This is an optimization exercise on Yosys and OpenROAD, whose aim is small area, not a production implementation.
Function was checked by simulation only, so behaviour that the tests miss may differ from the original.

==> harbor: inputs <==
## Top_Student
module Top_Student (input clk, input rst, input btnC, btnU, btnL, btnR, btnD, input [12:0] pixel_index,
    output reg [15:0] pixel_data, output reg [9:0] led, output [6:0] seg, output [3:0] an);
export LEC_CHECK = 0
export CAP_MARGIN = 20
export CORE_MARGIN = 2
export CORE_UTILIZATION = 40
export CTS_CLUSTER_DIAMETER = 100
export CTS_CLUSTER_SIZE = 25
export SLEW_MARGIN = 20
create_clock -name core_clock -period 35.0 [get_ports {clk}]
standard.sh (not shown) runs the stock make flow with config.mk's settings and CLKGATE_MAP_FILE= SYNTH_SCRIPT=/design/flow/synth_recipe.tcl, a recipe that flattens the netlist after the stock synthesis.
==> flow/flow/run.sh <==
#!/bin/bash
# Own layout flow: the standard synthesis, then the combinational logic
# between the registers is re-mapped with a stronger ABC script (registers,
# their names and cell types are kept as the standard synthesis made them),
# then the standard layout from the re-mapped netlist.
set -euo pipefail
W=$(pwd)
P=${FLOW_PLATFORM:-sky130hd}
R=$W/orfs/results/$P/Top_Student/base
L=$W/orfs/logs/$P/Top_Student/base
LIB=$FLOW_HOME/platforms/$P/lib/sky130_fd_sc_hd__tt_025C_1v80.lib
YOSYS=$FLOW_HOME/../tools/install/yosys/bin/yosys
[ -x "$YOSYS" ] || YOSYS=yosys

bash standard.sh synth > std_synth.log 2>&1

cp $R/1_2_yosys.v $W/std_1_2_yosys.v
DU=$(grep -o -- "-dont_use [A-Za-z0-9_]*" $L/1_2_yosys.log | sort -u | tr '\n' ' ')
SEQ=$(grep -o "sky130_fd_sc_hd__[a-z0-9_]*" $W/std_1_2_yosys.v | sort -u | grep -E "__(df|ed|sd|dl|conb)" | tr '\n' ' ')
sed -e "s#@LIB@#$LIB#g" -e "s#@DU@#$DU#g" -e "s#@SEQ@#$SEQ#g" -e "s#@IN@#$W/std_1_2_yosys.v#g" -e "s#@OUT@#$W/reopt.v#g" \
    $W/flow/reopt.ys.in > $W/reopt.ys
$YOSYS -l $W/reopt.log $W/reopt.ys > /dev/null 2>&1

cp $W/reopt.v $R/1_2_yosys.v
rm -f $R/1_synth.odb $R/1_synth.sdc
bash standard.sh finish > std_finish.log 2>&1
==> flow/flow/reopt.ys.in <==
read_liberty -ignore_miss_func @LIB@
read_verilog @IN@
hierarchy -top Top_Student
setattr -mod -set keep_hierarchy 1 @SEQ@
flatten
opt -full
abc -liberty @LIB@ @DU@ -script +strash;&get,-n;&fraig,-x;&put;scorr;dc2;strash;&get,-n;&deepsyn,-T,150;&put;&get,-n;&dch,-f;&nf,-R,1000;&put
opt_clean -purge
hilomap -singleton -hicell sky130_fd_sc_hd__conb_1 HI -locell sky130_fd_sc_hd__conb_1 LO
splitnets
insbuf -buf sky130_fd_sc_hd__buf_4 A X
opt_clean -purge
stat -liberty @LIB@
select Top_Student
write_verilog -noattr -noexpr -nohex -nodec -selected @OUT@
==> umber (differences from harbor) <==
--- a/flow/design.v
+++ b/flow/design.v
@@ -88,16 +88,15 @@
         else if (ball_x >= 7'd40) d10 = 4;
         else if (ball_x >= 7'd30) d10 = 3;
         else if (ball_x >= 7'd20) d10 = 2;
         else if (ball_x >= 7'd10) d10 = 1;
         else d10 = 0;
     end
     always @ (posedge clk_25m) begin
-        if (rng_rst) scored <= 0;
-        else scored <= (d10 >= r10);
+        scored <= (d10 >= r10);
     end
 endmodule
 `timescale 1ns / 1ps
 module left_right_toggler(
     input btnL,
     input btnR,
     input clk,
@@ -180,32 +179,31 @@
     wire signed [8:0] xmy = sx - sy;
     wire [7:0] xpy = x + y;
     wire mdm = (x > 42 && x < 45 && y > 50 && y < 60) || (xmy > -9'sd10 && xmy < -9'sd6 && x > 42 && x < 47)
                || (xpy > 100 && xpy < 104 && x > 47 && x < 52) || (x > 50 && x < 53 && y > 50 && y < 60);
     wire hard = (x > 58 && x < 61 && y > 50 && y < 60) || (x > 65 && x < 68 && y > 50 && y < 60) || (x > 58 && x < 68 && y > 54 && y < 56);
     wire sel = y > 60 && y < 63 && ((x > 30 && x < 37 && difficulty_state == 2'd0) || (x > 42 && x < 53 && difficulty_state == 2'd1)
                                    || (x > 58 && x < 68 && difficulty_state == 2'd2));
+    always @ (posedge clk) difficulty <= difficulty_state;
     always @ (posedge clk) begin
       if (rst) begin
         oled_data <= black;
         started <= 0;
         debounce_counter <= 0;
-        difficulty <= 0;
       end else begin
         oled_data <= sel ? black : hard ? red : mdm ? yellow : easy ? green : (cline || circ || keys) ? white : orange;
         if (reset) started <= 0;
         if (started == 0) begin
             if (btnC)
                 debounce_counter <= {debounce_counter[31:0], db_fb};
             else
                 debounce_counter <= 0;
             if (debounce_counter == DB_2000)
                 started <= 1;
         end
-        difficulty <= difficulty_state;
       end
     end
 endmodule
 `timescale 1ns / 1ps
 module end_screen(
     input [6:0] x,
     input [5:0] y,
@@ -245,24 +243,25 @@
     wire R = (x > 58 && x < 67 && y > 21 && y < 24) || (x > 58 && x < 60 && y > 21 && y < 30)
           || (x > 58 && x < 67 && y > 24 && y < 26) || (x > 65 && x < 67 && y > 21 && y < 26)
           || (ymx < -31 && ymx > -35 && x > 58 && x < 67);
     wire W = (ymx > 11 && ymx < 15 && x > 27 && x < 37) || (ypx > 85 && ypx < 89 && x > 37 && x < 47)
           || (ymx > -9 && ymx < -5 && x > 47 && x < 57) || (ypx > 105 && ypx < 109 && x > 57 && x < 67);
     wire L = (x > 45 && x < 49 && y > 40 && y < 50) || (x > 45 && x < 55 && y > 47 && y < 50);
     always @ (posedge clk) begin
+        if (win && W) oled_data <= green;
+        else if (!win && L) oled_data <= red;
+        else if (G || A || M || E1 || O || V || E2 || R) oled_data <= black;
+        else oled_data <= brown;
+    end
+    always @ (posedge clk) begin
       if (rst) begin
-        oled_data <= black;
         restart <= 0;
         debounce <= 0;
         debounce_ge <= 0;
       end else begin
-        if (win && W) oled_data <= green;
-        else if (!win && L) oled_data <= red;
-        else if (G || A || M || E1 || O || V || E2 || R) oled_data <= black;
-        else oled_data <= brown;
         if (reset) begin
             if (btnC) begin
                 debounce <= {debounce[30:0], db_fb};
                 if (debounce == DB_1999) debounce_ge <= 1;
                 else if (debounce == DB_LAST) debounce_ge <= 0;
             end else begin
                 debounce <= 0;
@@ -343,16 +342,15 @@
     input [5:0] y,
     input clk,
     input rst,
     output reg [2:0] oled_data
     );
     localparam [2:0] black = 3'd0, white = 3'd1, blue = 3'd2, orange = 3'd3, red = 3'd4;
     always @ (posedge clk) begin
-      if (rst) oled_data <= black;
-      else begin
+      begin
         if (x > 93 && y > 40 && y <= 60) oled_data <= white;
         else if (x > 93 && y > 30 && y <= 40) oled_data <= black;
         else if (x > 89 && y > 38 && y < 42) oled_data <= red;
         else if (y > 60) oled_data <= orange;
         else if (x < 2 && y > 40) oled_data <= white;
         else if (x < 2 && y > 30) oled_data <= black;
         else if (x < 6 && y > 38 && y < 42) oled_data <= red;
@@ -386,19 +384,15 @@
     end
     wire hoop_red = x > 30 && x < 50 && y > 20 && y < 25;
     wire hoop_black = (x > 50 && x < 53 && y > 0 && y < 22) || (x > 48 && x < 50 && y > 22 && y < 40)
                    || (x > 40 && x < 43 && y > 22 && y < 40) || (x > 30 && x < 33 && y > 22 && y < 40)
                    || (x > 30 && x < 53 && y > 28 && y < 30) || (x > 30 && x < 53 && y > 34 && y < 37);
     wire hoop_white = x > 50 && x < 53 && y > 22 && y < 63;
     always @ (posedge clk) begin
-      if (rst) begin
-        oled_data <= black;
-        frame_rate_counter <= 0;
-        animation_frame <= 0;
-      end else begin
+      begin
         frame_rate_counter <= (run && !wrap) ? {frame_rate_counter[11:0], ~(frame_rate_counter[12] ^ frame_rate_counter[3] ^ frame_rate_counter[2] ^ frame_rate_counter[0])} : 0;
         animation_frame <= frame_next;
         oled_data <= hoop_red ? red : hoop_black ? black : hoop_white ? white : ball ? orange : blue;
       end
     end
 endmodule
 `timescale 1ns / 1ps
@@ -427,19 +421,15 @@
     end
     wire hoop_red = x > 30 && x < 50 && y > 20 && y < 25;
     wire hoop_black = (x > 50 && x < 53 && y > 0 && y < 22) || (x > 48 && x < 50 && y > 22 && y < 40)
                    || (x > 40 && x < 43 && y > 22 && y < 40) || (x > 30 && x < 33 && y > 22 && y < 40)
                    || (x > 30 && x < 53 && y > 28 && y < 30) || (x > 30 && x < 53 && y > 34 && y < 37);
     wire hoop_white = x > 50 && x < 53 && y > 22 && y < 63;
     always @ (posedge clk) begin
-      if (rst) begin
-        oled_data <= black;
-        frame_rate_counter <= 0;
-        animation_frame <= 0;
-      end else begin
+      begin
         frame_rate_counter <= (run && !wrap) ? {frame_rate_counter[12:0], ~(frame_rate_counter[13] ^ frame_rate_counter[4] ^ frame_rate_counter[2] ^ frame_rate_counter[0])} : 0;
         animation_frame <= frame_next;
         oled_data <= hoop_red ? red : hoop_black ? black : hoop_white ? white : ball ? orange : blue;
       end
     end
 endmodule
 `timescale 1ns / 1ps
@@ -468,19 +458,15 @@
     end
     wire hoop_red = x > 30 && x < 50 && y > 20 && y < 25;
     wire hoop_black = (x > 50 && x < 53 && y > 0 && y < 22) || (x > 48 && x < 50 && y > 22 && y < 40)
                    || (x > 40 && x < 43 && y > 22 && y < 40) || (x > 30 && x < 33 && y > 22 && y < 40)
                    || (x > 30 && x < 53 && y > 28 && y < 30) || (x > 30 && x < 53 && y > 34 && y < 37);
     wire hoop_white = x > 50 && x < 53 && y > 22 && y < 63;
     always @ (posedge clk) begin
-      if (rst) begin
-        oled_data <= black;
-        frame_rate_counter <= 0;
-        animation_frame <= 0;
-      end else begin
+      begin
         frame_rate_counter <= (run && !wrap) ? {frame_rate_counter[12:0], ~(frame_rate_counter[13] ^ frame_rate_counter[4] ^ frame_rate_counter[2] ^ frame_rate_counter[0])} : 0;
         animation_frame <= frame_next;
         oled_data <= hoop_red ? red : hoop_black ? black : hoop_white ? white : ball ? orange : blue;
       end
     end
 endmodule
 `timescale 1ns / 1ps
@@ -705,23 +691,23 @@
         led[4] = !led_off && game_timer >= 6'd4;
         led[5] = !led_off && game_timer >= 6'd5;
         led[6] = !led_off && game_timer >= 6'd6;
         led[7] = !led_off && game_timer >= 6'd7;
         led[8] = !led_off && game_timer >= 6'd8;
         led[9] = !led_off && game_timer >= 6'd9;
     end
+    always @ (posedge clk) player_hand_row <= player_row + 2;
     always @ (posedge clk_25m) begin
       player_row_cur = player_row;
       if (rst) begin
         player_speed <= 0;
         ball_initial_grav <= 0;
         player_row <= 52;
         player_col <= 15;
         player_curr_jump <= 0;
-        player_hand_row <= 0;
         ball_col <= 0;
         ball_posvert_difference <= 0;
         ball_negvert_difference <= 0;
         initial_ball_col <= 0;
         initial_ball_row <= 0;
         ball_posvert_counter <= 0;
         ball_row <= 0;
@@ -763,15 +749,14 @@
         oled_data <= 0;
       end else begin
         counter <= counter + 1;
         player_jump_speed <= (player_jump_speed == {14'd0, player_grav_v}) ? 0 : player_jump_speed + 1;
         ballSpeed <= (ballSpeed == {17'd0, ball_grav_v}) ? 0 : ballSpeed + 1;
         aiJumpSpeed <= (aiJumpSpeed == 10 + aiGrav) ? 0 : aiJumpSpeed + 1;
         player_speed <= ps_end ? 11'd0 : {player_speed[9:0], ~(player_speed[10] ^ player_speed[8])};
-        player_hand_row <= player_row + 2;
         if (~game_started && ~game_end) begin
             oled_data <= {1'b0, start_screen_data};
             resetGame <= 0;
             aiScore <= 0;
             playerScore <= 0;
             reset <= 1;
             playerHasBall <= 1;
==> flow/flow/run.sh (replaced) <==
#!/bin/bash
# Own layout flow: the standard synthesis, then the combinational logic
# between the registers is re-mapped with a stronger ABC script (registers,
# their names and cell types are kept as the standard synthesis made them),
# then the standard layout from the re-mapped netlist.
set -euo pipefail
W=$(pwd)
P=${FLOW_PLATFORM:-sky130hd}
R=$W/orfs/results/$P/Top_Student/base
L=$W/orfs/logs/$P/Top_Student/base
LIB=$FLOW_HOME/platforms/$P/lib/sky130_fd_sc_hd__tt_025C_1v80.lib
YOSYS=$FLOW_HOME/../tools/install/yosys/bin/yosys
[ -x "$YOSYS" ] || YOSYS=yosys

bash standard.sh synth > std_synth.log 2>&1

cp $R/1_2_yosys.v $W/std_1_2_yosys.v
DU=$(grep -o -- "-dont_use [A-Za-z0-9_]*" $L/1_2_yosys.log | sort -u | tr '\n' ' ')
SEQ="$(grep -o "sky130_fd_sc_hd__[a-z0-9_]*" $W/std_1_2_yosys.v | sort -u | grep -E "__(df|ed|sd|dl)" | tr '\n' ' ') sky130_fd_sc_hd__conb_1"

# reopt ROUND IN SEED...: one ABC run per seed (its deepsyn step is seeded),
# in parallel; the smallest result becomes $W/best_ROUND.v
reopt() {
  local round=$1 in=$2; shift 2
  for S in "$@"; do
    sed -e "s#@LIB@#$LIB#g" -e "s#@DU@#$DU#g" -e "s#@SEQ@#$SEQ#g" -e "s#@IN@#$in#g" \
        -e "s#@OUT@#$W/reopt_${round}_$S.v#g" -e "s#@SEED@#$S#g" $W/flow/reopt.ys.in > $W/reopt_${round}_$S.ys
    $YOSYS -l $W/reopt_${round}_$S.log $W/reopt_${round}_$S.ys > /dev/null 2>&1 &
  done
  wait
  local best="" besta=""
  for S in "$@"; do
    local a
    a=$(grep "Chip area for top module" $W/reopt_${round}_$S.log | tail -1 | awk '{print $NF}')
    [ -n "$a" ] && [ -s $W/reopt_${round}_$S.v ] || continue
    if [ -z "$best" ] || awk "BEGIN{exit !($a < $besta)}"; then best=$S; besta=$a; fi
  done
  echo "round $round: kept ABC run $best, area $besta" >> $W/reopt_choice.log
  cp $W/reopt_${round}_$best.v $W/best_$round.v
  echo "$besta" > $W/best_$round.area
}
reopt 1 $W/std_1_2_yosys.v 1 2 3
reopt 2 $W/best_1.v 4 5 6

FINAL=$W/best_2.v
if awk "BEGIN{exit !($(cat $W/best_1.area) < $(cat $W/best_2.area))}"; then FINAL=$W/best_1.v; fi
echo "using $FINAL" >> $W/reopt_choice.log
cp $FINAL $R/1_2_yosys.v
rm -f $R/1_synth.odb $R/1_synth.sdc
# every port still gets a buffer (buffer_ports in global placement), the
# smallest one, which is plenty for these ports at this clock period
bash standard.sh finish "BUFFER_PORTS_ARGS=-buffer_cell sky130_fd_sc_hd__buf_1" > std_finish.log 2>&1
==> flow/flow/reopt.ys.in (replaced) <==
read_liberty -ignore_miss_func @LIB@
read_verilog @IN@
hierarchy -top Top_Student
setattr -mod -set keep_hierarchy 1 @SEQ@
flatten
opt -full
abc -liberty @LIB@ @DU@ -script +strash;&get,-n;&fraig,-x;&put;scorr;dc2;strash;&get,-n;&deepsyn,-T,300,-S,@SEED@;&put;&get,-n;&dch,-f;&nf,-R,1000;&put
opt_clean -purge
hilomap -singleton -hicell sky130_fd_sc_hd__conb_1 HI -locell sky130_fd_sc_hd__conb_1 LO
splitnets
insbuf -buf sky130_fd_sc_hd__buf_4 A X
opt_clean -purge
stat -liberty @LIB@
select Top_Student
write_verilog -noattr -noexpr -nohex -nodec -selected @OUT@
Settings changed: CORE_UTILIZATION 40 to 60, GPL_TIMING_DRIVEN set to 0.
==> ember (differences from harbor) <==
Settings changed: CTS_CLUSTER_DIAMETER 100 to unset, CTS_CLUSTER_SIZE 25 to unset.
==> comparison <==
- umber finished clean. harbor produced a clean layout. ember completed with no timing, DRC or antenna violations.
- The lowest utilization belongs to harbor, the highest to umber.
- Critical path depth: ember is higher than umber (4).
- Synthesized cell count, highest first: harbor, ember, umber.
- Against harbor, the design area of ember is larger by about 4.4%.
- Against ember, the setup slack of harbor is worse by 0.26 ns.
- The highest via count belongs to ember, the lowest to umber.
- Die area, highest first: harbor, ember, umber.

[afterwards: timing with drivers on the ports]
No port has a modelled driver above. Below, the same layouts with a new extraction and two added sets of constraints.
Step 1, drivers: a clkbuf_16 drives clk and a buf_2 each remaining input, both assumed.
Step 2 adds t to the input delays and takes it off the output delays; t is the mean of the earliest and latest rising clock arrival at the registers after step 1. Input paths then give back, and output paths get back, about the clock's delay inside the block.
Three values: ideal ports, drivers, drivers and shift; two values: the first two.
| run | shift t [ns] | setup WS [ns] | worst hold slack (ns) |
|---|---|---|---|
| harbor | 0.703 | 20.876 / 20.902 / 20.200 | 0.447 / 0.447 / 0.447 |
| umber | 0.667 | 19.612 / 19.639 / 18.972 | 0.448 / 0.448 / 0.448 |
| ember | 0.694 | 21.138 / 21.181 / 20.487 | 0.453 / 0.453 / 0.453 |
After both steps every run listed still meets setup and hold. For harbor, which loses most, drivers alone change the setup slack by +0.026 ns; drivers and shift together by -0.676 ns.
